Background: an optimization exercise with open tools, aiming at small area and a short achievable clock period. Do not read the settings as production practice. Function was not checked in any run shown here: the RTL went through the layout flow alone.

## flow/design.v (module list and top-level ports; edited modules follow where they fit)
// module izhikevich_neuron: 977 lines
module izhikevich_neuron #(parameter DT = 16'h0100)
(
    input wire clk,
    input wire rst,
    input wire [15:0] I,
    output reg spike
);
  // ...
==> flow/flow/run.sh <==
#!/bin/bash
# Layout flow for the hand-mapped datapath.
#  1. the standard synthesis of the RTL (kept for its flip-flops: their
#     names, cell types and reset nets are reused unchanged);
#  2. flow/gen2.py, the same generator that wrote the RTL (same options, see
#     flow/gen_args), writes the same circuit mapped by hand onto sky130 cells:
#     full-adder trees and parallel-prefix adders as designed, instead of
#     Yosys/ABC's re-mapping of them;
#  3. flow/polar.py re-chooses the polarity of the full-adder cells (and picks
#     between a gate and its complement) to drop
#     redundant inverters;
#  4. the standard ORFS flow from floorplan on, with every port buffered by a
#     buf_1 cell and the make settings in flow/make_args (the timing repair's
#     setup-slack target).
# Each tool's output goes to a log file of its own in this folder.
set -euo pipefail
W=$(pwd)
R=$W/orfs/results/${FLOW_PLATFORM}/izhikevich_neuron/base
bash standard.sh synth > $W/log_synth.txt 2>&1
cp $R/1_2_yosys.v $W/netlist_standard.v
python3 $W/flow/gen2.py $(cat $W/flow/gen_args) --net $W/netlist_hand.v --std $W/netlist_standard.v > $W/log_gen2.txt 2>&1
python3 $W/flow/polar.py --gates $W/netlist_hand.v $W/netlist_polar.v > $W/log_polar.txt 2>&1
cp $W/netlist_polar.v $R/1_2_yosys.v
touch $R/1_2_yosys.v
export BUFFER_PORTS_ARGS="-buffer_cell sky130_fd_sc_hd__buf_1"
# extra make settings for the layout steps (flow/make_args, may be empty)
bash standard.sh $(cat $W/flow/make_args 2>/dev/null) finish > $W/log_finish.txt 2>&1
==> flow/flow/gen_args <==
--redq dadda --split 1 --ka bk --kb sk --redv two
==> flow/flow/make_args <==
SETUP_SLACK_MARGIN=5
==> flow/flow/polar.py <==
#!/usr/bin/env python3
"""Re-choose the polarity of full adders in a mapped sky130 netlist.

A full adder is self-dual: FA(~a,~b,~c) = (~sum, ~cout).  Yosys's extract_fa
leaves many inverters between adder cells; this pass removes every inverter
(except ones driving ports), chooses for each fa cell whether it works on
inverted signals, and re-inserts one inverter per signal that is still needed
in the other polarity.  Registers and all other cells are unchanged.
usage: polar.py in.v out.v
"""
import re, sys, random

GATEFLIP = '--gates' in sys.argv
if GATEFLIP:
    sys.argv.remove('--gates')
src = open(sys.argv[1]).read()
m = re.search(r'^\s*module\s+(\S+)\s*\(', src, re.M)
body_start = src.index(';', m.end()) + 1
end = src.rindex('endmodule')
body = src[body_start:end]

inst_re = re.compile(r'^\s*(sky130_fd_sc_hd__\w+)\s+(\S+)\s*\((.*?)\);\s*$', re.S | re.M)
pin_re = re.compile(r'\.(\w+)\(\s*(.*?)\s*\)\s*(?:,|$)', re.S)
OUTPINS = {'X', 'Y', 'Q', 'Q_N', 'SUM', 'COUT', 'HI', 'LO', 'GCLK'}

cells = []
decl_lines = []
pos = 0
for mm in inst_re.finditer(body):
    pre = body[pos:mm.start()]
    decl_lines.append(pre)
    pos = mm.end()
    typ, name, pins = mm.group(1), mm.group(2), mm.group(3)
    conns = [(p, n) for p, n in pin_re.findall(pins)]
    cells.append([typ, name, conns])
tail = body[pos:]
if 'assign' in ''.join(decl_lines) + tail:
    sys.exit('assign statements not supported')

out_ports = set()
for mm in re.finditer(r'^\s*output\s+(\[(\d+):(\d+)\]\s*)?(\S+?)\s*;', src[:end], re.M):
    if mm.group(1):
        hi, lo = int(mm.group(2)), int(mm.group(3))
        for i in range(min(hi, lo), max(hi, lo) + 1):
            out_ports.add(f"{mm.group(4)}[{i}]")
    else:
        out_ports.add(mm.group(4))

A_ = {'and2_1': 6.256, 'nand2_1': 3.7536, 'or2_1': 6.256, 'nor2_1': 3.7536,
      'and2b_1': 7.5072, 'nand2b_1': 6.256, 'or2b_1': 7.5072, 'nor2b_1': 6.256,
      'xor2_1': 8.7584, 'xnor2_1': 8.7584, 'a21o_1': 7.5072, 'a21oi_1': 5.0048,
      'o21a_1': 7.5072, 'o21ai_1': 5.0048, 'o21ai_0': 5.0048, 'a21bo_1': 10.0096,
      'a21boi_0': 7.5072, 'o21ba_1': 10.0096, 'o21bai_1': 7.5072}
PAIRS = [('and2_1', 'nand2_1'), ('or2_1', 'nor2_1'), ('and2b_1', 'nand2b_1'),
         ('or2b_1', 'nor2b_1'), ('xor2_1', 'xnor2_1'), ('a21o_1', 'a21oi_1'),
         ('o21a_1', 'o21ai_1'), ('o21a_1', 'o21ai_0'), ('a21bo_1', 'a21boi_0'),
         ('o21ba_1', 'o21bai_1')]
COMP = {}
for x, y in PAIRS:
    COMP.setdefault(x, y)
    COMP.setdefault(y, x)
def out_pin(t):
    return 'X' if t in ('and2_1', 'or2_1', 'and2b_1', 'or2b_1', 'xor2_1', 'a21o_1', 'o21a_1', 'a21bo_1', 'o21ba_1') else 'Y'

def is_inv(t):
    return re.fullmatch(r'sky130_fd_sc_hd__(clk)?inv_\d+', t) is not None

driver = {}
for ci, (t, n, conns) in enumerate(cells):
    for p, net in conns:
        if p in OUTPINS:
            driver[net] = (ci, p)

removable = set()
for ci, (t, n, conns) in enumerate(cells):
    if is_inv(t):
        d = dict(conns)
        if d['Y'] not in out_ports:
            removable.add(ci)

def root(net):
    par = 0
    seen = 0
    while net in driver and driver[net][0] in removable:
        ci = driver[net][0]
        net = dict(cells[ci][2])['A']
        par ^= 1
        seen += 1
        if seen > 100:
            sys.exit('inverter loop')
    return net, par

# consumers: (cell index, pin index) -> (root, parity)
fa_idx = [ci for ci, c in enumerate(cells) if c[0].startswith('sky130_fd_sc_hd__fa_')]
fa_set = set(fa_idx)
cons = {}   # root -> list of (ci, parity)
pinref = []
for ci, (t, n, conns) in enumerate(cells):
    if ci in removable:
        continue
    for k, (p, net) in enumerate(conns):
        if p in OUTPINS:
            continue
        r, par = root(net)
        pinref.append((ci, k, r, par))
        cons.setdefault(r, []).append((ci, par))
# output ports that are driven through removable inverters are protected above;
# ports driven directly are roots with a parity-0 "consumer"
for net in out_ports:
    r, par = root(net)
    assert par == 0 and r == net
    cons.setdefault(r, []).append((-1, 0))

gate_idx = []
if GATEFLIP:
    for ci, (t, n, conns) in enumerate(cells):
        short = t[len('sky130_fd_sc_hd__'):]
        if ci not in removable and short in COMP:
            gate_idx.append(ci)
gate_set = set(gate_idx)
def gdelta(ci):
    short = cells[ci][0][len('sky130_fd_sc_hd__'):]
    return A_[COMP[short]] - A_[short]
def drv_fa(r):
    d = driver.get(r)
    if d is not None and (d[0] in fa_set or d[0] in gate_set):
        return d[0]
    return None

flip = {ci: 0 for ci in fa_idx + gate_idx}
def root_cost(r):
    f = drv_fa(r)
    nat = flip[f] if f is not None else 0
    for ci, par in cons.get(r, []):
        need = par ^ (flip[ci] if ci in fa_set else 0)
        if need != nat:
            return 1
    return 0

roots_of_fa = {}
for ci in fa_idx:
    rs = set()
    for p, net in cells[ci][2]:
        if p in OUTPINS:
            rs.add(net)
        else:
            rs.add(root(net)[0])
    roots_of_fa[ci] = rs
all_roots = set(cons)
for ci in gate_idx:
    for p, net in cells[ci][2]:
        if p in OUTPINS:
            roots_of_fa[ci] = {net}
def gcost():
    return sum(gdelta(ci) / 3.7536 for ci in gate_idx if flip[ci])
def total():
    return sum(root_cost(r) for r in all_roots) + gcost()

before = len(removable)
best = total()
random.seed(1)
cur = best
best_flip = dict(flip)
for it in range(60):
    improved = True
    while improved:
        improved = False
        for ci in fa_idx + gate_idx:
            rs = roots_of_fa[ci]
            gd = gdelta(ci) / 3.7536 if ci in gate_set else 0.0
            c0 = sum(root_cost(r) for r in rs) + (gd if flip[ci] else 0.0)
            flip[ci] ^= 1
            c1 = sum(root_cost(r) for r in rs) + (gd if flip[ci] else 0.0)
            if c1 < c0:
                cur += c1 - c0
                improved = True
            else:
                flip[ci] ^= 1
    if cur < best:
        best = cur
        best_flip = dict(flip)
    flip = dict(best_flip)
    cur = best
    pool = fa_idx + gate_idx
    for ci in random.sample(pool, max(1, len(pool) // 10)):
        flip[ci] ^= 1
    cur = total()
flip = best_flip
print(f"polar: {len(fa_idx)} fa cells, {len(gate_idx)} gates, {before} inverters removed, cost {best:.2f}, "
      f"{sum(flip[c] for c in fa_idx)} fa cells and {sum(flip[c] for c in gate_idx)} gates flipped", file=sys.stderr)

def esc(n):
    return n + ' ' if n.startswith('\\') else n

# rewrite
newnets = []
invnet = {}
def inv_of(r):
    if r not in invnet:
        nn = f"_pol{len(invnet)}_"
        invnet[r] = nn
        newnets.append(nn)
    return invnet[r]
for ci, k, r, par in pinref:
    f = drv_fa(r)
    nat = flip[f] if f is not None else 0
    need = par ^ (flip[ci] if ci in fa_set else 0)
    p, net = cells[ci][2][k]
    cells[ci][2][k] = (p, r if need == nat else inv_of(r))
out = [src[:body_start]]
out.append(''.join(decl_lines).rstrip('\n') + '\n')
for nn in newnets:
    out.append(f"  wire {nn};\n")
for ci in gate_idx:
    if flip[ci]:
        t = cells[ci][0]
        short = t[len('sky130_fd_sc_hd__'):]
        nt = 'sky130_fd_sc_hd__' + COMP[short]
        op, np_ = out_pin(short), out_pin(COMP[short])
        cells[ci][0] = nt
        cells[ci][2] = [((np_ if p == op else p), net) for p, net in cells[ci][2]]
for ci, (t, n, conns) in enumerate(cells):
    if ci in removable:
        continue
    pins = ",\n".join(f"    .{p}({esc(net)})" for p, net in conns)
    out.append(f"  {t} {n} (\n{pins}\n  );\n")
for i, (r, nn) in enumerate(invnet.items()):
    out.append(f"  sky130_fd_sc_hd__inv_1 _polinv{i}_ (\n    .A({esc(r)}),\n    .Y({nn})\n  );\n")
out.append(tail)
out.append(src[end:])
open(sys.argv[2], 'w').write(''.join(out))
==> flow/standard.sh <==
#!/bin/bash
# synth_recipe.tcl (not shown) runs the flow's synth.tcl, then flattens the netlist and writes it again
# the make line also repeats each setting of config.mk as NAME=value (left out here)
make -C /OpenROAD-flow-scripts/flow DESIGN_CONFIG=/design/flow/config.mk WORK_HOME=/design/flow/orfs CLKGATE_MAP_FILE= SYNTH_SCRIPT=/design/flow/synth_recipe.tcl "${@:-finish}"
==> flow/config.mk <==
export PLATFORM = sky130hd
export DESIGN_NAME = izhikevich_neuron
export DESIGN_NICKNAME = izhikevich_neuron
export VERILOG_FILES = /design/flow/design.v
export SDC_FILE = /design/flow/constraint.sdc
export NUM_CORES = 4
export LEC_CHECK = 0
export CAP_MARGIN = 20
export CORE_MARGIN = 2
export CORE_UTILIZATION = 40
export CTS_BUF_LIST = sky130_fd_sc_hd__clkbuf_8
export CTS_CLUSTER_DIAMETER = 150
export CTS_CLUSTER_SIZE = 40
export PLACE_DENSITY = 0.6
export SLEW_MARGIN = 20
==> flow/constraint.sdc <==
create_clock -name core_clock -period 12.0 [get_ports {clk}]
set_input_delay 2.4000 -clock core_clock [delete_from_list [all_inputs] [get_ports {clk}]]
set_output_delay 2.4000 -clock core_clock [all_outputs]
set_load 0.01 [all_outputs]
Not shown: flow/flow/gen2.py
==> results by group, run 1 <==
Finish
  • Final core occ: between 40% and 50%
  • Inverters excl. clock: 61
  • Most frequent cells in the layout: nand2_1 (165), fa_1 (147), xnor2_1 (83)
  • Final std cells w/o fill: 1060
  • Sequential share of cell area: 11.1%
  • Register area: 881 um2

Global route
  • GR Util met3: 2.04%
  • First-pass GRT wire length: 27600 um
  • Vias in the first global route: 5501
  • Total GRT Usage: 17.7%

Clock tree
  • Max clock buf depth: 2
  • Post-CTS setup buffer count: 0
  • Post_cts resized: 6
  • CTS buffer count: 5
  • Clk root buf: clkbuf_8
  • Hold Buf Count CTS: 0

Placed design
  • Dpl hpwl: 12900 um
  • IO buf count: 18

Detailed routing
  • WL per Instance: 15.0 um
  • Met3 WL: 467 um

Critical path
  • Critical Path Sink Type: flop
  • Crit start category: flop
  • Crit-path max FO: 16
  • Crit path kind: flop to flop
  • CP Buf/Inv Count: 3
  • R2r endpoint: v[14]
  • Family with the most delay on the worst path: adder cells

STA
  • Hold violation count in the final report: 0
  • Final hold slack: 632 ps
  • Setup_tns: 0 ps

Min path
  • WHS Path Cells: 2
  • Hold path start: u[15]

Floorplanning
  • Rows: 49
  • Starting density of the core: 40.7%
  • Floorplan die height: 139 um

Outcome
  • Status: no timing/DRC/antenna violations

Flow run
  • Maximum Capacitance Violations: 0
==> run 2, diff against run 1 <==
==> flow/design.v (replaced) <==
module izhikevich_neuron #(parameter DT = 16'h0100)
(
    input wire clk,
    input wire rst,
    input wire [15:0] I,
    output reg spike
);
    reg [15:0] v, u;
  wire w3 = v[12] & v[11];
  wire w6 = v[10] & v[9];
  wire w9 = w3 & w6;
  wire w10 = ~v[15];
  wire w13 = v[14] | v[13];
  wire w16 = w13 | w9;
  wire w19 = w10 & w16;
  wire w22 = v[0] & v[2];
  wire w25 = v[0] & v[3];
  wire w28 = v[0] & v[4];
  wire w31 = v[0] & v[5];
  wire w34 = v[0] & v[6];
  wire w37 = v[0] & v[7];
  wire w40 = v[0] & v[8];
  wire w43 = v[0] & v[9];
  wire w46 = v[0] & v[10];
  wire w49 = v[0] & v[11];
  wire w52 = v[0] & v[12];
  wire w55 = v[0] & v[13];
  wire w58 = v[0] & v[14];
  wire w59 = ~v[0];
  wire w62 = v[1] & w59;
  wire w65 = v[1] & v[0];
  wire w68 = v[1] & v[3];
  wire w71 = v[1] & v[4];
  wire w74 = v[1] & v[5];
  wire w77 = v[1] & v[6];
  wire w80 = v[1] & v[7];
  wire w83 = v[1] & v[8];
  wire w86 = v[1] & v[9];
  wire w89 = v[1] & v[10];
  wire w92 = v[1] & v[11];
  wire w95 = v[1] & v[12];
  wire w98 = v[1] & v[13];
  wire w101 = v[1] & v[14];
  wire w102 = ~v[1];
  wire w105 = v[2] & w102;
  wire w108 = v[2] & v[1];
  wire w111 = v[2] & v[4];
  wire w114 = v[2] & v[5];
  wire w117 = v[2] & v[6];
  wire w120 = v[2] & v[7];
  wire w123 = v[2] & v[8];
  wire w126 = v[2] & v[9];
  wire w129 = v[2] & v[10];
  wire w132 = v[2] & v[11];
  wire w135 = v[2] & v[12];
  wire w138 = v[2] & v[13];
  wire w141 = v[2] & v[14];
  wire w142 = ~v[2];
  wire w145 = v[3] & w142;
  wire w148 = v[3] & v[2];
  wire w151 = v[3] & v[5];
  wire w154 = v[3] & v[6];
  wire w157 = v[3] & v[7];
  wire w160 = v[3] & v[8];
  wire w163 = v[3] & v[9];
  wire w166 = v[3] & v[10];
  wire w169 = v[3] & v[11];
  wire w172 = v[3] & v[12];
  wire w175 = v[3] & v[13];
  wire w178 = v[3] & v[14];
  wire w179 = ~v[3];
  wire w182 = v[4] & w179;
  wire w185 = v[4] & v[3];
  wire w188 = v[4] & v[6];
  wire w191 = v[4] & v[7];
  wire w194 = v[4] & v[8];
  wire w197 = v[4] & v[9];
  wire w200 = v[4] & v[10];
  wire w203 = v[4] & v[11];
  wire w206 = v[4] & v[12];
  wire w209 = v[4] & v[13];
  wire w212 = v[4] & v[14];
  wire w213 = ~v[4];
  wire w216 = v[5] & w213;
  wire w219 = v[5] & v[4];
  wire w222 = v[5] & v[7];
  wire w225 = v[5] & v[8];
  wire w228 = v[5] & v[9];
  wire w231 = v[5] & v[10];
  wire w234 = v[5] & v[11];
  wire w237 = v[5] & v[12];
  wire w240 = v[5] & v[13];
  wire w243 = v[5] & v[14];
  wire w244 = ~v[5];
  wire w247 = v[6] & w244;
  wire w250 = v[6] & v[5];
  wire w253 = v[6] & v[8];
  wire w256 = v[6] & v[9];
  wire w259 = v[6] & v[10];
  wire w262 = v[6] & v[11];
  wire w265 = v[6] & v[12];
  wire w268 = v[6] & v[13];
  wire w271 = v[6] & v[14];
  wire w272 = ~v[6];
  wire w275 = v[7] & w272;
  wire w278 = v[7] & v[6];
  wire w281 = v[7] & v[9];
  wire w284 = v[7] & v[10];
  wire w287 = v[7] & v[11];
  wire w290 = v[7] & v[12];
  wire w293 = v[7] & v[13];
  wire w296 = v[7] & v[14];
  wire w297 = ~v[7];
  wire w300 = v[8] & w297;
  wire w303 = v[8] & v[7];
  wire w306 = v[8] & v[10];
  wire w309 = v[8] & v[11];
  wire w312 = v[8] & v[12];
  wire w315 = v[8] & v[13];
  wire w318 = v[8] & v[14];
  wire w319 = ~v[8];
  wire w322 = v[9] & w319;
  wire w325 = v[9] & v[8];
  wire w328 = v[9] & v[11];
  wire w331 = v[9] & v[12];
  wire w334 = v[9] & v[13];
  wire w335 = ~v[9];
  wire w338 = v[10] & w335;
  wire w341 = v[10] & v[9];
  wire w344 = v[10] & v[12];
  wire w345 = ~v[10];
  wire w348 = v[11] & w345;
  wire w351 = v[11] & v[10];
  wire w354 = v[15] & v[0];
  wire w355 = ~w354;
  wire w358 = v[15] & v[1];
  wire w359 = ~w358;
  wire w362 = v[15] & v[2];
  wire w363 = ~w362;
  wire w366 = v[15] & v[3];
  wire w367 = ~w366;
  wire w370 = v[15] & v[4];
  wire w371 = ~w370;
  wire w374 = v[15] & v[5];
  wire w375 = ~w374;
  wire w378 = v[15] & v[6];
  wire w379 = ~w378;
  wire w382 = v[15] & v[7];
  wire w383 = ~w382;
  wire w386 = w52 & w92;
  wire w389 = w52 ^ w92;
  wire fs393 = w55 ^ w95 ^ w132;
  wire fc394 = (w55 & w95) | (w55 & w132) | (w95 & w132);
  wire fs398 = w58 ^ w98 ^ w135;
  wire fc399 = (w58 & w98) | (w58 & w135) | (w98 & w135);
  wire w402 = w169 & w200;
  wire w405 = w169 ^ w200;
  wire w408 = w101 ^ w138;
  wire w409 = ~w408;
  wire w412 = w101 | w138;
  wire fs416 = w172 ^ w203 ^ w231;
  wire fc417 = (w172 & w203) | (w172 & w231) | (w203 & w231);
  wire w420 = w256 & w355;
  wire w423 = w256 ^ w355;
  wire fs427 = w141 ^ w175 ^ w206;
  wire fc428 = (w141 & w175) | (w141 & w206) | (w175 & w206);
  wire fs432 = w234 ^ w259 ^ w281;
  wire fc433 = (w234 & w259) | (w234 & w281) | (w259 & w281);
  wire w436 = w303 & w359;
  wire w439 = w303 ^ w359;
  wire fs443 = w178 ^ w209 ^ w237;
  wire fc444 = (w178 & w209) | (w178 & w237) | (w209 & w237);
  wire fs450 = w262 ^ w284 ^ w363;
  wire fc451 = (w262 & w284) | (w262 & w363) | (w284 & w363);
  wire fs455 = w212 ^ w240 ^ w265;
  wire fc456 = (w212 & w240) | (w212 & w265) | (w240 & w265);
  wire w459 = w287 & w306;
  wire w462 = w287 ^ w306;
  wire fs466 = w243 ^ w268 ^ w290;
  wire fc467 = (w243 & w268) | (w243 & w290) | (w268 & w290);
  wire w470 = w271 & w293;
  wire w473 = w271 ^ w293;
  wire w476 = w40 & w80;
  wire w479 = w40 ^ w80;
  wire fs483 = w43 ^ w83 ^ w120;
  wire fc484 = (w43 & w83) | (w43 & w120) | (w83 & w120);
  wire fs488 = w46 ^ w86 ^ w123;
  wire fc489 = (w46 & w86) | (w46 & w123) | (w86 & w123);
  wire w492 = w157 & w188;
  wire w495 = w157 ^ w188;
  wire fs499 = w49 ^ w89 ^ w126;
  wire fc500 = (w49 & w89) | (w49 & w126) | (w89 & w126);
  wire fs506 = w160 ^ w191 ^ w247;
  wire fc507 = (w160 & w191) | (w160 & w247) | (w191 & w247);
  wire fs511 = w129 ^ w163 ^ w194;
  wire fc512 = (w129 & w163) | (w129 & w194) | (w163 & w194);
  wire fs518 = w222 ^ w250 ^ w389;
  wire fc519 = (w222 & w250) | (w222 & w389) | (w250 & w389);
  wire fs523 = w166 ^ w197 ^ w225;
  wire fc524 = (w166 & w197) | (w166 & w225) | (w197 & w225);
  wire fs530 = w275 ^ w386 ^ fs393;
  wire fc531 = (w275 & w386) | (w275 & fs393) | (w386 & fs393);
  wire fs535 = w228 ^ w253 ^ w278;
  wire fc536 = (w228 & w253) | (w228 & w278) | (w253 & w278);
  wire fs542 = w405 ^ fc394 ^ fs398;
  wire fc543 = (w405 & fc394) | (w405 & fs398) | (fc394 & fs398);
  wire fs549 = w300 ^ w402 ^ w409;
  wire fc550 = (w300 & w402) | (w300 & w409) | (w402 & w409);
  wire fs556 = w423 ^ fc399 ^ fs416;
  wire fc557 = (w423 & fc399) | (w423 & fs416) | (fc399 & fs416);
  wire fs561 = w412 ^ w420 ^ w439;
  wire fc562 = (w412 & w420) | (w412 & w439) | (w420 & w439);
  wire fs566 = fc417 ^ fs427 ^ fs432;
  wire fc567 = (fc417 & fs427) | (fc417 & fs432) | (fs427 & fs432);
  wire fs573 = w322 ^ w436 ^ fc428;
  wire fc574 = (w322 & w436) | (w322 & fc428) | (w436 & fc428);
  wire fs578 = fc433 ^ fs443 ^ fs450;
  wire fc579 = (fc433 & fs443) | (fc433 & fs450) | (fs443 & fs450);
  wire fs585 = w325 ^ w367 ^ w462;
  wire fc586 = (w325 & w367) | (w325 & w462) | (w367 & w462);
  wire fs590 = fc444 ^ fc451 ^ fs455;
  wire fc591 = (fc444 & fc451) | (fc444 & fs455) | (fc451 & fs455);
  wire fs597 = w309 ^ w371 ^ w338;
  wire fc598 = (w309 & w371) | (w309 & w338) | (w371 & w338);
  wire fs604 = w459 ^ fc456 ^ fs466;
  wire fc605 = (w459 & fc456) | (w459 & fs466) | (fc456 & fs466);
  wire fs609 = w312 ^ w328 ^ w341;
  wire fc610 = (w312 & w328) | (w312 & w341) | (w328 & w341);
  wire fs616 = w375 ^ w473 ^ fc467;
  wire fc617 = (w375 & w473) | (w375 & fc467) | (w473 & fc467);
  wire fs621 = w296 ^ w315 ^ w331;
  wire fc622 = (w296 & w315) | (w296 & w331) | (w315 & w331);
  wire fs626 = w379 ^ w348 ^ w470;
  wire fc627 = (w379 & w348) | (w379 & w470) | (w348 & w470);
  wire fs631 = w318 ^ w334 ^ w344;
  wire fc632 = (w318 & w334) | (w318 & w344) | (w334 & w344);
  wire w635 = w351 & w383;
  wire w638 = w351 ^ w383;
  wire w641 = w34 & w74;
  wire w644 = w34 ^ w74;
  wire fs648 = w37 ^ w77 ^ w114;
  wire fc649 = (w37 & w77) | (w37 & w114) | (w77 & w114);
  wire fs653 = w117 ^ w151 ^ w185;
  wire fc654 = (w117 & w151) | (w117 & w185) | (w151 & w185);
  wire fs660 = w154 ^ w216 ^ w476;
  wire fc661 = (w154 & w216) | (w154 & w476) | (w216 & w476);
  wire fs667 = w219 ^ w495 ^ fc484;
  wire fc668 = (w219 & w495) | (w219 & fc484) | (w495 & fc484);
  wire fs674 = w492 ^ fc489 ^ fs499;
  wire fc675 = (w492 & fc489) | (w492 & fs499) | (fc489 & fs499);
  wire fs679 = fc500 ^ fc507 ^ fs511;
  wire fc680 = (fc500 & fc507) | (fc500 & fs511) | (fc507 & fs511);
  wire fs684 = fc512 ^ fs523 ^ fc519;
  wire fc685 = (fc512 & fs523) | (fc512 & fc519) | (fs523 & fc519);
  wire fs691 = fc524 ^ fs535 ^ fc531;
  wire fc692 = (fc524 & fs535) | (fc524 & fc531) | (fs535 & fc531);
  wire fs698 = fc536 ^ fs549 ^ fc543;
  wire fc699 = (fc536 & fs549) | (fc536 & fc543) | (fs549 & fc543);
  wire fs705 = fc550 ^ fs561 ^ fc557;
  wire fc706 = (fc550 & fs561) | (fc550 & fc557) | (fs561 & fc557);
  wire fs712 = fc562 ^ fs573 ^ fc567;
  wire fc713 = (fc562 & fs573) | (fc562 & fc567) | (fs573 & fc567);
  wire fs719 = fs585 ^ fc574 ^ fc579;
  wire fc720 = (fs585 & fc574) | (fs585 & fc579) | (fc574 & fc579);
  wire fs726 = fc586 ^ fs597 ^ fc591;
  wire fc727 = (fc586 & fs597) | (fc586 & fc591) | (fs597 & fc591);
  wire fs733 = fc598 ^ fs609 ^ fc605;
  wire fc734 = (fc598 & fs609) | (fc598 & fc605) | (fs609 & fc605);
  wire fs740 = fc610 ^ fs621 ^ fs626;
  wire fc741 = (fc610 & fs621) | (fc610 & fs626) | (fs621 & fs626);
  wire fs747 = w638 ^ fc622 ^ fc627;
  wire fc748 = (w638 & fc622) | (w638 & fc627) | (fc622 & fc627);
  wire w751 = w28 & w68;
  wire w754 = w28 ^ w68;
  wire fs760 = w31 ^ w71 ^ w145;
  wire fc761 = (w31 & w71) | (w31 & w145) | (w71 & w145);
  wire fs767 = w111 ^ w148 ^ w644;
  wire fc768 = (w111 & w148) | (w111 & w644) | (w148 & w644);
  wire fs774 = w182 ^ w641 ^ fs648;
  wire fc775 = (w182 & w641) | (w182 & fs648) | (w641 & fs648);
  wire fs781 = w479 ^ fc649 ^ fs653;
  wire fc782 = (w479 & fc649) | (w479 & fs653) | (fc649 & fs653);
  wire fs788 = fc654 ^ fs483 ^ fs660;
  wire fc789 = (fc654 & fs483) | (fc654 & fs660) | (fs483 & fs660);
  wire fs795 = fc661 ^ fs488 ^ fs667;
  wire fc796 = (fc661 & fs488) | (fc661 & fs667) | (fs488 & fs667);
  wire fs800 = fs506 ^ fc668 ^ fs674;
  wire fc801 = (fs506 & fc668) | (fs506 & fs674) | (fc668 & fs674);
  wire fs805 = fs518 ^ fc675 ^ fs679;
  wire fc806 = (fs518 & fc675) | (fs518 & fs679) | (fc675 & fs679);
  wire fs812 = fc680 ^ fs530 ^ fs684;
  wire fc813 = (fc680 & fs530) | (fc680 & fs684) | (fs530 & fs684);
  wire fs817 = fc685 ^ fs542 ^ fs691;
  wire fc818 = (fc685 & fs542) | (fc685 & fs691) | (fs542 & fs691);
  wire fs822 = fs556 ^ fc692 ^ fs698;
  wire fc823 = (fs556 & fc692) | (fs556 & fs698) | (fc692 & fs698);
  wire fs829 = fs566 ^ fc699 ^ fs705;
  wire fc830 = (fs566 & fc699) | (fs566 & fs705) | (fc699 & fs705);
  wire fs836 = fs578 ^ fc706 ^ fs712;
  wire fc837 = (fs578 & fc706) | (fs578 & fs712) | (fc706 & fs712);
  wire fs843 = fs590 ^ fc713 ^ fs719;
  wire fc844 = (fs590 & fc713) | (fs590 & fs719) | (fc713 & fs719);
  wire fs850 = fs604 ^ fc720 ^ fs726;
  wire fc851 = (fs604 & fc720) | (fs604 & fs726) | (fc720 & fs726);
  wire fs857 = fs616 ^ fc727 ^ fs733;
  wire fc858 = (fs616 & fc727) | (fs616 & fs733) | (fc727 & fs733);
  wire fs864 = fc617 ^ fs740 ^ fc734;
  wire fc865 = (fc617 & fs740) | (fc617 & fc734) | (fs740 & fc734);
  wire fs871 = fs631 ^ fc741 ^ fs747;
  wire fc872 = (fs631 & fc741) | (fs631 & fs747) | (fc741 & fs747);
  wire w875 = w22 & w65;
  wire w878 = w25 & w105;
  wire w881 = w754 & w108;
  wire w884 = w751 & fs760;
  wire w887 = fc761 & fs767;
  wire w890 = w22 ^ w65;
  wire w893 = w25 ^ w105;
  wire w896 = w754 ^ w108;
  wire w899 = w751 ^ fs760;
  wire w902 = fc761 ^ fs767;
  wire w905 = w890 & w62;
  wire w908 = (w896 & w878) | w881;
  wire w911 = w896 & w893;
  wire w914 = (w902 & w884) | w887;
  wire w917 = w902 & w899;
  wire w922 = (w899 & w908) | w884;
  wire w925 = w899 & w911;
  wire w928 = (w917 & w908) | w914;
  wire w931 = w917 & w911;
  wire w934 = (w893 & w875) | w878;
  wire w939 = (w911 & w875) | w908;
  wire w942 = (w925 & w875) | w922;
  wire w945 = (w931 & w875) | w928;
  wire w948 = fc768 & fs774;
  wire w951 = fc775 & fs781;
  wire w954 = fc782 & fs788;
  wire w957 = fc789 & fs795;
  wire w960 = fc796 & fs800;
  wire w963 = fc801 & fs805;
  wire w966 = fc806 & fs812;
  wire w969 = fc813 & fs817;
  wire w972 = fc818 & fs822;
  wire w975 = fc823 & fs829;
  wire w978 = fc830 & fs836;
  wire w981 = fc837 & fs843;
  wire w984 = fc844 & fs850;
  wire w987 = fc851 & fs857;
  wire w990 = fc858 & fs864;
  wire w993 = fc865 & fs871;
  wire w996 = fc768 ^ fs774;
  wire w999 = fc775 ^ fs781;
  wire w1002 = fc782 ^ fs788;
  wire w1005 = fc789 ^ fs795;
  wire w1008 = fc796 ^ fs800;
  wire w1011 = fc801 ^ fs805;
  wire w1014 = fc806 ^ fs812;
  wire w1017 = fc813 ^ fs817;
  wire w1020 = fc818 ^ fs822;
  wire w1023 = fc823 ^ fs829;
  wire w1026 = fc830 ^ fs836;
  wire w1029 = fc837 ^ fs843;
  wire w1032 = fc844 ^ fs850;
  wire w1035 = fc851 ^ fs857;
  wire w1038 = fc858 ^ fs864;
  wire w1041 = fc865 ^ fs871;
  wire w1046 = (w996 & w945) | w948;
  wire w1049 = (w1002 & w951) | w954;
  wire w1052 = w1002 & w999;
  wire w1055 = (w1008 & w957) | w960;
  wire w1058 = w1008 & w1005;
  wire w1061 = (w1014 & w963) | w966;
  wire w1064 = w1014 & w1011;
  wire w1067 = (w1020 & w969) | w972;
  wire w1070 = w1020 & w1017;
  wire w1073 = (w1026 & w975) | w978;
  wire w1076 = w1026 & w1023;
  wire w1081 = (w1032 & w981) | w984;
  wire w1084 = w1032 & w1029;
  wire w1089 = (w1038 & w987) | w990;
  wire w1092 = w1038 & w1035;
  wire w1095 = (w1052 & w1046) | w1049;
  wire w1098 = (w1064 & w1055) | w1061;
  wire w1101 = w1064 & w1058;
  wire w1104 = (w1076 & w1067) | w1073;
  wire w1107 = w1076 & w1070;
  wire w1112 = (w1092 & w1081) | w1089;
  wire w1115 = w1092 & w1084;
  wire w1118 = (w1101 & w1095) | w1098;
  wire w1121 = (w1115 & w1104) | w1112;
  wire w1124 = w1115 & w1107;
  wire w1127 = (w1124 & w1118) | w1121;
  wire w1132 = (w1107 & w1118) | w1104;
  wire w1137 = (w1058 & w1095) | w1055;
  wire w1140 = (w1070 & w1118) | w1067;
  wire w1143 = (w1084 & w1132) | w1081;
  wire w1148 = (w999 & w1046) | w951;
  wire w1151 = (w1005 & w1095) | w957;
  wire w1154 = (w1011 & w1137) | w963;
  wire w1157 = (w1017 & w1118) | w969;
  wire w1160 = (w1023 & w1140) | w975;
  wire w1165 = (w1029 & w1132) | w981;
  wire w1168 = (w1035 & w1143) | w987;
  wire w1171 = (w1041 & w1127) | w993;
  wire w1174 = w996 ^ w945;
  wire w1177 = w999 ^ w1046;
  wire w1180 = w1002 ^ w1148;
  wire w1183 = w1005 ^ w1095;
  wire w1186 = w1008 ^ w1151;
  wire w1189 = w1011 ^ w1137;
  wire w1192 = w1014 ^ w1154;
  wire w1195 = w1017 ^ w1118;
  wire w1198 = w1020 ^ w1157;
  wire w1201 = w1023 ^ w1140;
  wire w1204 = w1026 ^ w1160;
  wire w1207 = w1029 ^ w1132;
  wire w1210 = w1032 ^ w1165;
  wire w1213 = w1035 ^ w1143;
  wire w1216 = w1038 ^ w1168;
  wire w1219 = w1041 ^ w1127;
  wire w1220 = ~u[1];
  wire w1221 = ~u[2];
  wire w1222 = ~u[3];
  wire w1223 = ~u[4];
  wire w1224 = ~u[5];
  wire w1225 = ~u[6];
  wire w1226 = ~u[7];
  wire w1227 = ~u[8];
  wire w1228 = ~u[9];
  wire w1229 = ~u[10];
  wire w1230 = ~u[11];
  wire w1231 = ~u[12];
  wire w1232 = ~u[13];
  wire w1233 = ~u[14];
  wire w1234 = ~u[15];
  wire w1235 = ~u[0];
  wire w1238 = v[0] & w1220;
  wire w1241 = v[1] & w1221;
  wire w1244 = v[2] & w1222;
  wire w1247 = v[3] & w1223;
  wire w1250 = v[4] & w1224;
  wire w1253 = v[5] & w1225;
  wire w1256 = v[6] & w1226;
  wire w1259 = v[7] & w1227;
  wire w1262 = v[8] & w1228;
  wire w1265 = v[9] & w1229;
  wire w1268 = v[10] & w1230;
  wire w1271 = v[11] & w1231;
  wire w1274 = v[12] & w1232;
  wire w1277 = v[13] & w1233;
  wire w1280 = v[14] & w1234;
  wire w1283 = v[0] ^ w1220;
  wire w1286 = v[1] ^ w1221;
  wire w1289 = v[2] ^ w1222;
  wire w1292 = v[3] ^ w1223;
  wire w1295 = v[4] ^ w1224;
  wire w1298 = v[5] ^ w1225;
  wire w1301 = v[6] ^ w1226;
  wire w1304 = v[7] ^ w1227;
  wire w1307 = v[8] ^ w1228;
  wire w1310 = v[9] ^ w1229;
  wire w1313 = v[10] ^ w1230;
  wire w1316 = v[11] ^ w1231;
  wire w1319 = v[12] ^ w1232;
  wire w1322 = v[13] ^ w1233;
  wire w1325 = v[14] ^ w1234;
  wire w1330 = (w1283 & w1235) | w1238;
  wire w1333 = (w1289 & w1241) | w1244;
  wire w1336 = w1289 & w1286;
  wire w1339 = (w1295 & w1247) | w1250;
  wire w1342 = w1295 & w1292;
  wire w1345 = (w1301 & w1253) | w1256;
  wire w1348 = w1301 & w1298;
  wire w1351 = (w1307 & w1259) | w1262;
  wire w1354 = w1307 & w1304;
  wire w1357 = (w1313 & w1265) | w1268;
  wire w1360 = w1313 & w1310;
  wire w1363 = (w1319 & w1271) | w1274;
  wire w1366 = w1319 & w1316;
  wire w1369 = (w1325 & w1277) | w1280;
  wire w1372 = w1325 & w1322;
  wire w1375 = (w1336 & w1330) | w1333;
  wire w1378 = (w1348 & w1339) | w1345;
  wire w1381 = w1348 & w1342;
  wire w1384 = (w1360 & w1351) | w1357;
  wire w1387 = w1360 & w1354;
  wire w1390 = (w1372 & w1363) | w1369;
  wire w1393 = w1372 & w1366;
  wire w1396 = (w1381 & w1375) | w1378;
  wire w1399 = (w1393 & w1384) | w1390;
  wire w1402 = w1393 & w1387;
  wire w1405 = (w1402 & w1396) | w1399;
  wire w1410 = (w1387 & w1396) | w1384;
  wire w1415 = (w1342 & w1375) | w1339;
  wire w1418 = (w1354 & w1396) | w1351;
  wire w1421 = (w1366 & w1410) | w1363;
  wire w1426 = (w1286 & w1330) | w1241;
  wire w1429 = (w1292 & w1375) | w1247;
  wire w1432 = (w1298 & w1415) | w1253;
  wire w1435 = (w1304 & w1396) | w1259;
  wire w1438 = (w1310 & w1418) | w1265;
  wire w1443 = (w1316 & w1410) | w1271;
  wire w1446 = (w1322 & w1421) | w1277;
  wire w1449 = w1283 ^ w1235;
  wire w1452 = w1286 ^ w1330;
  wire w1455 = w1289 ^ w1426;
  wire w1458 = w1292 ^ w1375;
  wire w1461 = w1295 ^ w1429;
  wire w1464 = w1298 ^ w1415;
  wire w1467 = w1301 ^ w1432;
  wire w1470 = w1304 ^ w1396;
  wire w1473 = w1307 ^ w1435;
  wire w1476 = w1310 ^ w1418;
  wire w1479 = w1313 ^ w1438;
  wire w1482 = w1316 ^ w1410;
  wire w1485 = w1319 ^ w1443;
  wire w1488 = w1322 ^ w1421;
  wire w1491 = w1325 ^ w1446;
  wire w1492 = ~w1219;
  wire w1493 = ~w1219;
  wire w1494 = ~w1219;
  wire fs1498 = u[0] ^ w1174 ^ I[0];
  wire fc1499 = (u[0] & w1174) | (u[0] & I[0]) | (w1174 & I[0]);
  wire fs1503 = w1180 ^ w1189 ^ fs1498;
  wire fc1504 = (w1180 & w1189) | (w1180 & fs1498) | (w1189 & fs1498);
  wire fs1508 = w1449 ^ w1177 ^ I[1];
  wire fc1509 = (w1449 & w1177) | (w1449 & I[1]) | (w1177 & I[1]);
  wire fs1513 = w1183 ^ fc1499 ^ w1192;
  wire fc1514 = (w1183 & fc1499) | (w1183 & w1192) | (fc1499 & w1192);
  wire fs1518 = fs1508 ^ fc1504 ^ fs1513;
  wire fc1519 = (fs1508 & fc1504) | (fs1508 & fs1513) | (fc1504 & fs1513);
  wire fs1523 = v[0] ^ w1452 ^ I[2];
  wire fc1524 = (v[0] & w1452) | (v[0] & I[2]) | (w1452 & I[2]);
  wire fs1528 = w1180 ^ w1186 ^ fc1509;
  wire fc1529 = (w1180 & w1186) | (w1180 & fc1509) | (w1186 & fc1509);
  wire fs1533 = fs1523 ^ w1195 ^ fs1528;
  wire fc1534 = (fs1523 & w1195) | (fs1523 & fs1528) | (w1195 & fs1528);
  wire fs1538 = fc1514 ^ fs1533 ^ fc1519;
  wire fc1539 = (fc1514 & fs1533) | (fc1514 & fc1519) | (fs1533 & fc1519);
  wire fs1543 = v[1] ^ w1455 ^ I[3];
  wire fc1544 = (v[1] & w1455) | (v[1] & I[3]) | (w1455 & I[3]);
  wire fs1548 = w1183 ^ w1189 ^ fc1524;
  wire fc1549 = (w1183 & w1189) | (w1183 & fc1524) | (w1189 & fc1524);
  wire fs1553 = fs1543 ^ fc1529 ^ fs1548;
  wire fc1554 = (fs1543 & fc1529) | (fs1543 & fs1548) | (fc1529 & fs1548);
  wire fs1558 = w1198 ^ fc1534 ^ fs1553;
  wire fc1559 = (w1198 & fc1534) | (w1198 & fs1553) | (fc1534 & fs1553);
  wire fs1563 = v[2] ^ w1458 ^ I[4];
  wire fc1564 = (v[2] & w1458) | (v[2] & I[4]) | (w1458 & I[4]);
  wire fs1568 = w1186 ^ fc1544 ^ w1192;
  wire fc1569 = (w1186 & fc1544) | (w1186 & w1192) | (fc1544 & w1192);
  wire fs1573 = fs1563 ^ fc1549 ^ w1201;
  wire fc1574 = (fs1563 & fc1549) | (fs1563 & w1201) | (fc1549 & w1201);
  wire fs1578 = fs1568 ^ fc1554 ^ fs1573;
  wire fc1579 = (fs1568 & fc1554) | (fs1568 & fs1573) | (fc1554 & fs1573);
  wire fs1583 = v[3] ^ w1461 ^ I[5];
  wire fc1584 = (v[3] & w1461) | (v[3] & I[5]) | (w1461 & I[5]);
  wire fs1588 = w1189 ^ fc1564 ^ fs1583;
  wire fc1589 = (w1189 & fc1564) | (w1189 & fs1583) | (fc1564 & fs1583);
  wire fs1593 = w1195 ^ fc1569 ^ fs1588;
  wire fc1594 = (w1195 & fc1569) | (w1195 & fs1588) | (fc1569 & fs1588);
  wire fs1598 = w1204 ^ fc1574 ^ fs1593;
  wire fc1599 = (w1204 & fc1574) | (w1204 & fs1593) | (fc1574 & fs1593);
  wire fs1603 = v[4] ^ w1464 ^ I[6];
  wire fc1604 = (v[4] & w1464) | (v[4] & I[6]) | (w1464 & I[6]);
  wire fs1608 = fc1584 ^ w1192 ^ fs1603;
  wire fc1609 = (fc1584 & w1192) | (fc1584 & fs1603) | (w1192 & fs1603);
  wire fs1613 = fc1589 ^ w1198 ^ w1207;
  wire fc1614 = (fc1589 & w1198) | (fc1589 & w1207) | (w1198 & w1207);
  wire fs1618 = fs1608 ^ fc1594 ^ fs1613;
  wire fc1619 = (fs1608 & fc1594) | (fs1608 & fs1613) | (fc1594 & fs1613);
  wire fs1623 = v[5] ^ w1467 ^ I[7];
  wire fc1624 = (v[5] & w1467) | (v[5] & I[7]) | (w1467 & I[7]);
  wire fs1628 = fc1604 ^ fs1623 ^ w1195;
  wire fc1629 = (fc1604 & fs1623) | (fc1604 & w1195) | (fs1623 & w1195);
  wire fs1633 = w1201 ^ fc1609 ^ w1210;
  wire fc1634 = (w1201 & fc1609) | (w1201 & w1210) | (fc1609 & w1210);
  wire fs1638 = fs1628 ^ fc1614 ^ fs1633;
  wire fc1639 = (fs1628 & fc1614) | (fs1628 & fs1633) | (fc1614 & fs1633);
  wire fs1643 = v[6] ^ w1470 ^ I[8];
  wire fc1644 = (v[6] & w1470) | (v[6] & I[8]) | (w1470 & I[8]);
  wire fs1648 = fc1624 ^ fs1643 ^ w1198;
  wire fc1649 = (fc1624 & fs1643) | (fc1624 & w1198) | (fs1643 & w1198);
  wire fs1653 = w1204 ^ fc1629 ^ w1213;
  wire fc1654 = (w1204 & fc1629) | (w1204 & w1213) | (fc1629 & w1213);
  wire fs1658 = fs1648 ^ fc1634 ^ fs1653;
  wire fc1659 = (fs1648 & fc1634) | (fs1648 & fs1653) | (fc1634 & fs1653);
  wire fs1663 = v[7] ^ w1473 ^ I[9];
  wire fc1664 = (v[7] & w1473) | (v[7] & I[9]) | (w1473 & I[9]);
  wire fs1668 = fc1644 ^ fs1663 ^ w1201;
  wire fc1669 = (fc1644 & fs1663) | (fc1644 & w1201) | (fs1663 & w1201);
  wire fs1673 = w1207 ^ w1216 ^ fc1649;
  wire fc1674 = (w1207 & w1216) | (w1207 & fc1649) | (w1216 & fc1649);
  wire fs1678 = fs1668 ^ fc1654 ^ fs1673;
  wire fc1679 = (fs1668 & fc1654) | (fs1668 & fs1673) | (fc1654 & fs1673);
  wire fs1683 = v[8] ^ w1476 ^ I[10];
  wire fc1684 = (v[8] & w1476) | (v[8] & I[10]) | (w1476 & I[10]);
  wire fs1688 = fc1664 ^ fs1683 ^ w1204;
  wire fc1689 = (fc1664 & fs1683) | (fc1664 & w1204) | (fs1683 & w1204);
  wire fs1695 = w1210 ^ fc1669 ^ w1494;
  wire fc1696 = (w1210 & fc1669) | (w1210 & w1494) | (fc1669 & w1494);
  wire fs1700 = fs1688 ^ fc1674 ^ fs1695;
  wire fc1701 = (fs1688 & fc1674) | (fs1688 & fs1695) | (fc1674 & fs1695);
  wire w1704 = v[9] ^ w1479;
  wire w1705 = ~w1704;
  wire w1708 = v[9] | w1479;
  wire fs1714 = w1705 ^ I[11] ^ fc1684;
  wire fc1715 = (w1705 & I[11]) | (w1705 & fc1684) | (I[11] & fc1684);
  wire fs1719 = fs1714 ^ w1207 ^ w1213;
  wire fc1720 = (fs1714 & w1207) | (fs1714 & w1213) | (w1207 & w1213);
  wire fs1724 = fc1689 ^ fs1719 ^ fc1696;
  wire fc1725 = (fc1689 & fs1719) | (fc1689 & fc1696) | (fs1719 & fc1696);
  wire fs1731 = v[10] ^ w1482 ^ w1708;
  wire fc1732 = (v[10] & w1482) | (v[10] & w1708) | (w1482 & w1708);
  wire fs1736 = fs1731 ^ I[12] ^ fc1715;
  wire fc1737 = (fs1731 & I[12]) | (fs1731 & fc1715) | (I[12] & fc1715);
  wire fs1741 = w1210 ^ fs1736 ^ w1216;
  wire fc1742 = (w1210 & fs1736) | (w1210 & w1216) | (fs1736 & w1216);
  wire fs1746 = fc1720 ^ fs1741 ^ fc1725;
  wire fc1747 = (fc1720 & fs1741) | (fc1720 & fc1725) | (fs1741 & fc1725);
  wire w1750 = v[11] ^ w1485;
  wire w1751 = ~w1750;
  wire w1754 = v[11] | w1485;
  wire fs1760 = w1751 ^ fc1732 ^ I[13];
  wire fc1761 = (w1751 & fc1732) | (w1751 & I[13]) | (fc1732 & I[13]);
  wire fs1765 = fs1760 ^ fc1737 ^ w1213;
  wire fc1766 = (fs1760 & fc1737) | (fs1760 & w1213) | (fc1737 & w1213);
  wire fs1770 = w1493 ^ fc1742 ^ fs1765;
  wire fc1771 = (w1493 & fc1742) | (w1493 & fs1765) | (fc1742 & fs1765);
  wire w1774 = v[12] ^ w1488;
  wire w1775 = ~w1774;
  wire w1778 = v[12] | w1488;
  wire fs1784 = w1754 ^ w1775 ^ I[14];
  wire fc1785 = (w1754 & w1775) | (w1754 & I[14]) | (w1775 & I[14]);
  wire fs1791 = fc1761 ^ fs1784 ^ w1216;
  wire fc1792 = (fc1761 & fs1784) | (fc1761 & w1216) | (fs1784 & w1216);
  wire fs1796 = fc1766 ^ fs1791 ^ fc1771;
  wire fc1797 = (fc1766 & fs1791) | (fc1766 & fc1771) | (fs1791 & fc1771);
  wire w1800 = v[13] ^ w1778;
  wire w1801 = ~w1800;
  wire w1804 = v[13] | w1778;
  wire fs1810 = w1491 ^ w1801 ^ I[15];
  wire fc1811 = (w1491 & w1801) | (w1491 & I[15]) | (w1801 & I[15]);
  wire fs1817 = fc1785 ^ fs1810 ^ w1492;
  wire fc1818 = (fc1785 & fs1810) | (fc1785 & w1492) | (fs1810 & w1492);
  wire w1821 = fc1792 & fs1817;
  wire w1824 = fc1792 ^ fs1817;
  wire w1827 = w1174 & w1183;
  wire w1830 = w1177 & w1186;
  wire w1833 = w1174 ^ w1183;
  wire w1836 = w1177 ^ w1186;
  wire w1839 = w1177 & w1174;
  wire w1842 = w1833 & w1180;
  wire w1845 = w1180 & w1839;
  wire w1848 = w1842 & w1839;
  wire w1853 = (w1836 & w1827) | w1830;
  wire w1856 = w1836 & w1848;
  wire w1859 = fc1539 & fs1558;
  wire w1862 = fc1559 & fs1578;
  wire w1865 = fc1579 & fs1598;
  wire w1868 = fc1599 & fs1618;
  wire w1871 = fc1619 & fs1638;
  wire w1874 = fc1639 & fs1658;
  wire w1877 = fc1659 & fs1678;
  wire w1880 = fc1679 & fs1700;
  wire w1883 = fc1701 & fs1724;
  wire w1886 = fc1747 & fs1770;
  wire w1889 = fc1797 & w1824;
  wire w1892 = fc1539 ^ fs1558;
  wire w1895 = fc1559 ^ fs1578;
  wire w1898 = fc1579 ^ fs1598;
  wire w1901 = fc1599 ^ fs1618;
  wire w1904 = fc1619 ^ fs1638;
  wire w1907 = fc1639 ^ fs1658;
  wire w1910 = fc1659 ^ fs1678;
  wire w1913 = fc1679 ^ fs1700;
  wire w1916 = fc1701 ^ fs1724;
  wire w1919 = fc1747 ^ fs1770;
  wire w1922 = fc1797 ^ w1824;
  wire w1925 = fs1503 & w1853;
  wire w1928 = fs1538 & fs1518;
  wire w1933 = (w1895 & w1859) | w1862;
  wire w1936 = w1895 & w1892;
  wire w1941 = (w1901 & w1865) | w1868;
  wire w1944 = w1901 & w1898;
  wire w1949 = (w1907 & w1871) | w1874;
  wire w1952 = w1907 & w1904;
  wire w1957 = (w1913 & w1877) | w1880;
  wire w1960 = w1913 & w1910;
  wire w1963 = fs1746 & w1883;
  wire w1966 = fs1746 & w1916;
  wire w1969 = fs1796 & w1886;
  wire w1972 = fs1796 & w1919;
  wire w1975 = w1928 & w1925;
  wire w1980 = (w1944 & w1933) | w1941;
  wire w1983 = w1944 & w1936;
  wire w1988 = (w1960 & w1949) | w1957;
  wire w1991 = w1960 & w1952;
  wire w1996 = (w1972 & w1963) | w1969;
  wire w1999 = w1972 & w1966;
  wire w2002 = (w1983 & w1975) | w1980;
  wire w2007 = (w1999 & w1988) | w1996;
  wire w2010 = w1999 & w1991;
  wire w2013 = (w2010 & w2002) | w2007;
  wire w2018 = (w1991 & w2002) | w1988;
  wire w2023 = (w1936 & w1975) | w1933;
  wire w2026 = (w1952 & w2002) | w1949;
  wire w2031 = (w1966 & w2018) | w1963;
  wire w2034 = fs1518 & w1925;
  wire w2037 = (w1892 & w1975) | w1859;
  wire w2042 = (w1898 & w2023) | w1865;
  wire w2047 = (w1904 & w2002) | w1871;
  wire w2050 = (w1910 & w2026) | w1877;
  wire w2053 = (w1916 & w2018) | w1883;
  wire w2058 = (w1919 & w2031) | w1886;
  wire w2061 = (w1922 & w2013) | w1889;
  wire w2064 = fs1503 ^ w1853;
  wire w2067 = fs1518 ^ w1925;
  wire w2070 = fs1538 ^ w2034;
  wire w2073 = w1892 ^ w1975;
  wire w2076 = w1895 ^ w2037;
  wire w2079 = w1898 ^ w2023;
  wire w2082 = w1901 ^ w2042;
  wire w2085 = w1904 ^ w2002;
  wire w2088 = w1907 ^ w2047;
  wire w2091 = w1910 ^ w2026;
  wire w2094 = w1913 ^ w2050;
  wire w2097 = w1916 ^ w2018;
  wire w2100 = fs1746 ^ w2053;
  wire w2103 = w1919 ^ w2031;
  wire w2106 = fs1796 ^ w2058;
  wire w2109 = w1922 ^ w2013;
  wire w2110 = ~w19;
  wire w2113 = u[0] & w2110;
  wire w2116 = w1449 & w2110;
  wire w2119 = w1452 & w2110;
  wire w2122 = w1455 & w2110;
  wire w2125 = w1458 & w2110;
  wire w2128 = w1461 & w2110;
  wire w2131 = w1464 & w2110;
  wire w2134 = w1467 & w2110;
  wire w2137 = w1470 & w2110;
  wire w2140 = w1473 & w2110;
  wire w2143 = w1476 & w2110;
  wire w2146 = w1479 & w2110;
  wire w2149 = w1482 & w2110;
  wire w2152 = w1485 & w2110;
  wire w2155 = w1488 & w2110;
  wire w2158 = w1491 & w2110;
  wire w2159 = ~w2158;
  wire w2160 = ~w2158;
  wire w2161 = ~w2158;
  wire fs2165 = w2113 ^ w2119 ^ w2131;
  wire fc2166 = (w2113 & w2119) | (w2113 & w2131) | (w2119 & w2131);
  wire fs2170 = w2116 ^ w2122 ^ w2134;
  wire fc2171 = (w2116 & w2122) | (w2116 & w2134) | (w2122 & w2134);
  wire fs2175 = u[0] ^ w2119 ^ w2125;
  wire fc2176 = (u[0] & w2119) | (u[0] & w2125) | (w2119 & w2125);
  wire fs2180 = w2137 ^ fs2175 ^ fc2171;
  wire fc2181 = (w2137 & fs2175) | (w2137 & fc2171) | (fs2175 & fc2171);
  wire fs2185 = u[1] ^ w2122 ^ w2128;
  wire fc2186 = (u[1] & w2122) | (u[1] & w2128) | (w2122 & w2128);
  wire fs2190 = fc2176 ^ w2140 ^ fs2185;
  wire fc2191 = (fc2176 & w2140) | (fc2176 & fs2185) | (w2140 & fs2185);
  wire fs2195 = u[2] ^ w2125 ^ w2131;
  wire fc2196 = (u[2] & w2125) | (u[2] & w2131) | (w2125 & w2131);
  wire fs2200 = w2143 ^ fc2186 ^ fs2195;
  wire fc2201 = (w2143 & fc2186) | (w2143 & fs2195) | (fc2186 & fs2195);
  wire fs2205 = u[3] ^ w2128 ^ w2134;
  wire fc2206 = (u[3] & w2128) | (u[3] & w2134) | (w2128 & w2134);
  wire fs2210 = w2146 ^ fc2196 ^ fs2205;
  wire fc2211 = (w2146 & fc2196) | (w2146 & fs2205) | (fc2196 & fs2205);
  wire fs2215 = u[4] ^ w2137 ^ w2131;
  wire fc2216 = (u[4] & w2137) | (u[4] & w2131) | (w2137 & w2131);
  wire fs2220 = w2149 ^ fc2206 ^ fs2215;
  wire fc2221 = (w2149 & fc2206) | (w2149 & fs2215) | (fc2206 & fs2215);
  wire fs2225 = u[5] ^ w2134 ^ w2140;
  wire fc2226 = (u[5] & w2134) | (u[5] & w2140) | (w2134 & w2140);
  wire fs2230 = w2152 ^ fc2216 ^ fs2225;
  wire fc2231 = (w2152 & fc2216) | (w2152 & fs2225) | (fc2216 & fs2225);
  wire fs2235 = u[6] ^ w2137 ^ w2143;
  wire fc2236 = (u[6] & w2137) | (u[6] & w2143) | (w2137 & w2143);
  wire fs2240 = w2155 ^ fs2235 ^ fc2226;
  wire fc2241 = (w2155 & fs2235) | (w2155 & fc2226) | (fs2235 & fc2226);
  wire w2244 = u[7] ^ w2140;
  wire w2245 = ~w2244;
  wire w2248 = u[7] | w2140;
  wire fs2254 = w2146 ^ w2245 ^ fc2236;
  wire fc2255 = (w2146 & w2245) | (w2146 & fc2236) | (w2245 & fc2236);
  wire fs2261 = w2161 ^ fc2241 ^ fs2254;
  wire fc2262 = (w2161 & fc2241) | (w2161 & fs2254) | (fc2241 & fs2254);
  wire w2265 = u[8] ^ w2143;
  wire w2266 = ~w2265;
  wire w2269 = u[8] | w2143;
  wire fs2275 = w2149 ^ w2248 ^ w2266;
  wire fc2276 = (w2149 & w2248) | (w2149 & w2266) | (w2248 & w2266);
  wire w2279 = fs2275 & fc2255;
  wire w2282 = fs2275 ^ fc2255;
  wire w2285 = u[9] ^ w2146;
  wire w2286 = ~w2285;
  wire w2289 = u[9] | w2146;
  wire fs2295 = w2269 ^ w2152 ^ w2286;
  wire fc2296 = (w2269 & w2152) | (w2269 & w2286) | (w2152 & w2286);
  wire fs2302 = fc2276 ^ fs2295 ^ w2279;
  wire fc2303 = (fc2276 & fs2295) | (fc2276 & w2279) | (fs2295 & w2279);
  wire w2306 = u[10] ^ w2149;
  wire w2307 = ~w2306;
  wire w2310 = u[10] | w2149;
  wire fs2316 = w2155 ^ w2289 ^ w2307;
  wire fc2317 = (w2155 & w2289) | (w2155 & w2307) | (w2289 & w2307);
  wire w2320 = fc2296 & fs2316;
  wire w2323 = fc2296 ^ fs2316;
  wire fs2329 = u[11] ^ w19 ^ w2310;
  wire fc2330 = (u[11] & w19) | (u[11] & w2310) | (w19 & w2310);
  wire fs2334 = w2152 ^ w2160 ^ fs2329;
  wire fc2335 = (w2152 & w2160) | (w2152 & fs2329) | (w2160 & fs2329);
  wire fs2341 = fc2317 ^ w2320 ^ fs2334;
  wire fc2342 = (fc2317 & w2320) | (fc2317 & fs2334) | (w2320 & fs2334);
  wire w2345 = u[12] ^ w2155;
  wire w2346 = ~w2345;
  wire w2349 = u[12] | w2155;
  wire fs2355 = w2346 ^ fc2330 ^ fc2335;
  wire fc2356 = (w2346 & fc2330) | (w2346 & fc2335) | (fc2330 & fc2335);
  wire fs2362 = u[13] ^ w2159 ^ w2349;
  wire fc2363 = (u[13] & w2159) | (u[13] & w2349) | (w2159 & w2349);
  wire w2364 = ~u[14];
  wire w2367 = u[15] ^ u[14];
  wire w2368 = ~w2367;
  wire w2371 = u[15] | u[14];
  wire w2374 = w2113 & w2125;
  wire w2377 = w2116 & w2128;
  wire w2380 = fc2166 & fs2170;
  wire w2383 = w2113 ^ w2125;
  wire w2386 = w2116 ^ w2128;
  wire w2389 = fc2166 ^ fs2170;
  wire w2392 = w2116 & w2113;
  wire w2395 = w2122 & w2119;
  wire w2400 = (w2386 & w2374) | w2377;
  wire w2403 = w2386 & w2383;
  wire w2406 = w2389 & fs2165;
  wire w2409 = w2119 & w2392;
  wire w2412 = w2395 & w2392;
  wire w2415 = fs2165 & w2400;
  wire w2418 = fs2165 & w2403;
  wire w2423 = (w2406 & w2400) | w2380;
  wire w2426 = w2406 & w2403;
  wire w2429 = w2383 & w2412;
  wire w2432 = w2403 & w2412;
  wire w2435 = w2418 & w2412;
  wire w2438 = w2426 & w2412;
  wire w2441 = fc2181 & fs2190;
  wire w2444 = fc2191 & fs2200;
  wire w2447 = fc2201 & fs2210;
  wire w2450 = fc2211 & fs2220;
  wire w2453 = fc2221 & fs2230;
  wire w2456 = fc2231 & fs2240;
  wire w2459 = fc2262 & w2282;
  wire w2462 = fc2303 & w2323;
  wire w2465 = fc2342 & fs2355;
  wire w2468 = fc2356 & fs2362;
  wire w2471 = fc2363 & w2364;
  wire w2474 = fc2181 ^ fs2190;
  wire w2477 = fc2191 ^ fs2200;
  wire w2480 = fc2201 ^ fs2210;
  wire w2483 = fc2211 ^ fs2220;
  wire w2486 = fc2221 ^ fs2230;
  wire w2489 = fc2231 ^ fs2240;
  wire w2492 = fc2262 ^ w2282;
  wire w2495 = fc2303 ^ w2323;
  wire w2498 = fc2342 ^ fs2355;
  wire w2501 = fc2356 ^ fs2362;
  wire w2504 = fc2363 ^ w2364;
  wire w2507 = fs2180 & w2423;
  wire w2512 = (w2477 & w2441) | w2444;
  wire w2515 = w2477 & w2474;
  wire w2520 = (w2483 & w2447) | w2450;
  wire w2523 = w2483 & w2480;
  wire w2528 = (w2489 & w2453) | w2456;
  wire w2531 = w2489 & w2486;
  wire w2534 = w2492 & fs2261;
  wire w2537 = w2495 & fs2302;
  wire w2540 = w2498 & fs2341;
  wire w2543 = (w2504 & w2468) | w2471;
  wire w2546 = w2504 & w2501;
  wire w2549 = (w2515 & w2507) | w2512;
  wire w2554 = (w2531 & w2520) | w2528;
  wire w2557 = w2531 & w2523;
  wire w2562 = (w2537 & w2459) | w2462;
  wire w2565 = w2537 & w2534;
  wire w2568 = (w2546 & w2465) | w2543;
  wire w2571 = w2546 & w2540;
  wire w2574 = (w2557 & w2549) | w2554;
  wire w2579 = (w2571 & w2562) | w2568;
  wire w2582 = w2571 & w2565;
  wire w2585 = (w2582 & w2574) | w2579;
  wire w2590 = (w2565 & w2574) | w2562;
  wire w2595 = (w2523 & w2549) | w2520;
  wire w2598 = (w2534 & w2574) | w2459;
  wire w2601 = (w2540 & w2590) | w2465;
  wire w2606 = (w2474 & w2507) | w2441;
  wire w2609 = (w2480 & w2549) | w2447;
  wire w2614 = (w2486 & w2595) | w2453;
  wire w2617 = fs2261 & w2574;
  wire w2620 = fs2302 & w2598;
  wire w2623 = fs2341 & w2590;
  wire w2626 = (w2501 & w2601) | w2468;
  wire w2629 = w2368 & w2585;
  wire w2632 = fs2180 ^ w2423;
  wire w2635 = w2474 ^ w2507;
  wire w2638 = w2477 ^ w2606;
  wire w2641 = w2480 ^ w2549;
  wire w2644 = w2483 ^ w2609;
  wire w2647 = w2486 ^ w2595;
  wire w2650 = w2489 ^ w2614;
  wire w2653 = fs2261 ^ w2574;
  wire w2656 = w2492 ^ w2617;
  wire w2659 = fs2302 ^ w2598;
  wire w2662 = w2495 ^ w2620;
  wire w2665 = fs2341 ^ w2590;
  wire w2668 = w2498 ^ w2623;
  wire w2671 = w2501 ^ w2601;
  wire w2674 = w2504 ^ w2626;
  wire w2677 = w2368 ^ w2585;
  wire w2680 = ~w19 & w2064;
  wire w2683 = ~w19 & w2067;
  wire w2686 = ~w19 & w2070;
  wire w2689 = ~w19 & w2073;
  wire w2692 = ~w19 & w2076;
  wire w2695 = ~w19 & w2079;
  wire w2698 = ~w19 & w2082;
  wire w2701 = ~w19 & w2085;
  wire w2704 = w19 | w2088;
  wire w2707 = w19 | w2091;
  wire w2710 = w19 | w2094;
  wire w2713 = w19 | w2097;
  wire w2716 = w19 | w2100;
  wire w2719 = w19 | w2103;
  wire w2722 = ~w19 & w2106;
  wire w2725 = w19 | w2109;
    wire [15:0] v_next = {w2725, w2722, w2719, w2716, w2713, w2710, w2707, w2704, w2701, w2698, w2695, w2692, w2689, w2686, w2683, w2680};
    wire [15:0] u_next = {w2677, w2674, w2671, w2668, w2665, w2662, w2659, w2656, w2653, w2650, w2647, w2644, w2641, w2638, w2635, w2632};
    always @(posedge clk or posedge rst) begin
        if (rst) begin
            v <= 16'hBF00;
            u <= 16'h0000;
            spike <= 1'b0;
        end else begin
            v <= v_next;
            u <= u_next;
            spike <= w19;
        end
    end
endmodule
==> flow/flow/gen_args (replaced) <==
--redq dadda --split 1 --ka bk --kb bk --hsl 1
==> results by group, run 2 <==
Critical path
  • Crit start category: flop
  • R2R depth: 24
  • Worst EP required: between 10000 and 15000 ps
  • Crit path kind: flop to flop
  • Worst r2r src: v[13]
  • Crit-path max FO: 14 (-2)
  • R2r endpoint: v[15]
  • Crit path DAT: 6790 ps
  • Worst reg2reg setup slack: 5430 ps
  • Critical Path Sink Type: flop

Detailed routing
  • Via count: 5067
  • Vias/cell: 4.93
  • Pre-antenna DRT Iters: 4
  • DRC Markers: 0
  • WL per Instance: 15.4 um (+2.5%)
  • DR iter-0 viols: 188
  • Post-Route WL: about 16000 um
  • ANT nets after route: 0

Finish
  • Share of cells above drive strength 1: 7.73%
  • Top flop regs: u x16, v x16, spike x1
  • Commonest non-fill, non-tap cell in the layout: nand2_1
  • Final nets: between 900 and 1000
  • Most frequent cells in the layout: nand2_1 (162), fa_1 (151), xnor2_1 (74)
  • Ant. Diodes: 0
  • Area delta synth->final: 10.5%

Clock tree
  • CTS buffer count: 5 (unchanged)
  • CTS tree: yes
  • Worst-path clk slew: 70 ps
  • H-Tree Depth: 2
  • Max clock buf depth: 2 (unchanged)
  • TritonCTS Sinks: 33
  • Clk root buf: clkbuf_8
  • Clk latency of the worst-skew pair: approximately 300 ps

Synthesis
  • Cell area after synthesis: ~7000 um2
  • Syn nets: 937
  • Avg Cell Area, Syn: 9.34 um2
  • Mapped Cells: 768
  • Ys Warns: 1

Min path
  • Worst Hold Endpoint: u[15]
  • Hold path start: u[15]
  • Hold Crit Class: flop to flop
  • WHS Path Cells: 2 (unchanged)

Floorplanning
  • Starting density of the core: 41.2% (+0.51 points)
  • Core footprint: 17400 um2
  • Die area: 19000 um2
  • Rows: 48 (-2.0%)
  • Num ports: 19
  • Floorplan die height: 138 um (-0.89%)
  • Die width: around 140 um

Global route
  • Largest net degree at the start of global routing: 35
  • Initial antenna violation count: 0
  • Total GRT Usage: 18.5% (+0.83 points)
  • Grt total ovfl: 0
  • First-pass GRT wire length: 27100 um (-1.7%)
  • Vias in the first global route: 5550 (+0.89%)

STA
  • Hold violation count in the final report: 0 (unchanged)
  • Tightest Pin Transition: 613 ps
  • Final Critical Period: ~6600 ps
  • Slew headroom: 58.8%
  • Clk_skew: approximately 6 ps
  • Max Fclk: ~0.15 GHz
  • Setup_tns: 0 ps (unchanged)
  • Final setup fails: 0
  • RSZ-0062 raised after global routing: no
  • Final worst-path cycle share: 54.7%
  • Final Max Tran Viols: 0

Flow run
  • Maximum Capacitance Violations: 0 (unchanged)

Placed design
  • Final RePlAce weighted congestion: 0.857
  • IO buf count: 18 (unchanged)
  • Dpl hpwl: 12900 um (-0.47%)

Outcome
  • Status: no timing/DRC/antenna violations
run 2: worst max-delay path, cell delays in order, from the launching register on:
cell and delay (ps):
dfstp_4 720, nand2_1 110, fa_1 520, fa_1 420, fa_1 470, fa_1 560
xor2_2 270, nand2_1 140, nor2_1 190, a21oi_2 120, o21ai_2 200, xor2_2 220
buf_4 160, fa_1 430, fa_1 410, fa_1 410, xnor2_1 210, inv_1 90
nand2_1 90, inv_1 40, a21oi_1 100, o21ai_1 70, o21bai_1 180, xor2_1 160
or2_1 210
run 2: layout make-up:
class	instances	area (um2)
fill	1689	9490
clock inverter	2	7.51
sequential	33	871
inverter	55	206
timing repair buffer	26	128
clock buffer	6	82.6
tap	225	282
multi-input combinational	680	6350
run 2: through the flow:
step	hold WS [ps]	std cells	area [um2]	setup slack (ps)	util, %
finish	635	1027	7930	5430	45.5
global route	650	1027	7930	5010	45.5
floorplan	587	768	7170	5690	-
global placement	621	1013	7540	4610	43.3
CTS	633	1021	7660	5030	44.0
detailed placement	616	1013	7540	4510	43.3
run 2: worst max path at each step:
stage | slack, ps | cells after the start | startpoint | endpoint
floorplan | 5690 | 23 | v[8] | v[14]
finish | 5430 | 24 | v[13] | v[15]
CTS | 5030 | 23 | v[6] | v[14]
global route | 5010 | 24 | v[11] | v[14]
global placement | 4610 | 23 | v[7] | v[14]
detailed placement | 4510 | 23 | v[7] | v[14]
run 2: what timing repair did:
action,in CTS,in global routing
hold buffers,0,0
buffers inserted,0,6
pin swaps,0,3
gates resized for setup,11,39
endpoints found under the setup margin,8,6
run 2: metal layers:
metal	vias to the layer above	wire length (um)	part of all wire, %	global-route usage (%)
met5	-	0	0	0
li1	2413	-	-	-
met2	76	8250	52	33.2
met4	0	99	0.63	2.10
met3	6	495	3.1	2.05
met1	2572	6940	44	25.1

[port drivers added, routing unchanged]
The flow's constraints put no driver on any port. The routed layouts listed below were extracted and timed again, unchanged, in two steps. Step 1: set_driving_cell puts a clkbuf_16 on clk and a buf_2 on each other input, an assumption about the parent block. Step 2 moves the port delays by t, midway between the first and last clock arrival at a register: inputs arrive t later, outputs are due t later. That takes back most of the time a late clock gives input paths. a / b / c = no drivers / after step 1 / after step 2; a / b = the first two.
| run | t, ns | setup slack, ns | hold WS [ns] | slew at the worst register clock pin (ns) |
|---|---|---|---|---|
| run 1 | 0.327 | 5.375 / 5.375 / 5.375 | 0.632 / 0.632 / 0.632 | 0.08 / 0.08 |
| run 2 | 0.326 | 5.434 / 5.434 / 5.434 | 0.635 / 0.635 / 0.635 | 0.08 / 0.08 |
After both steps setup and hold are still met in every run listed.
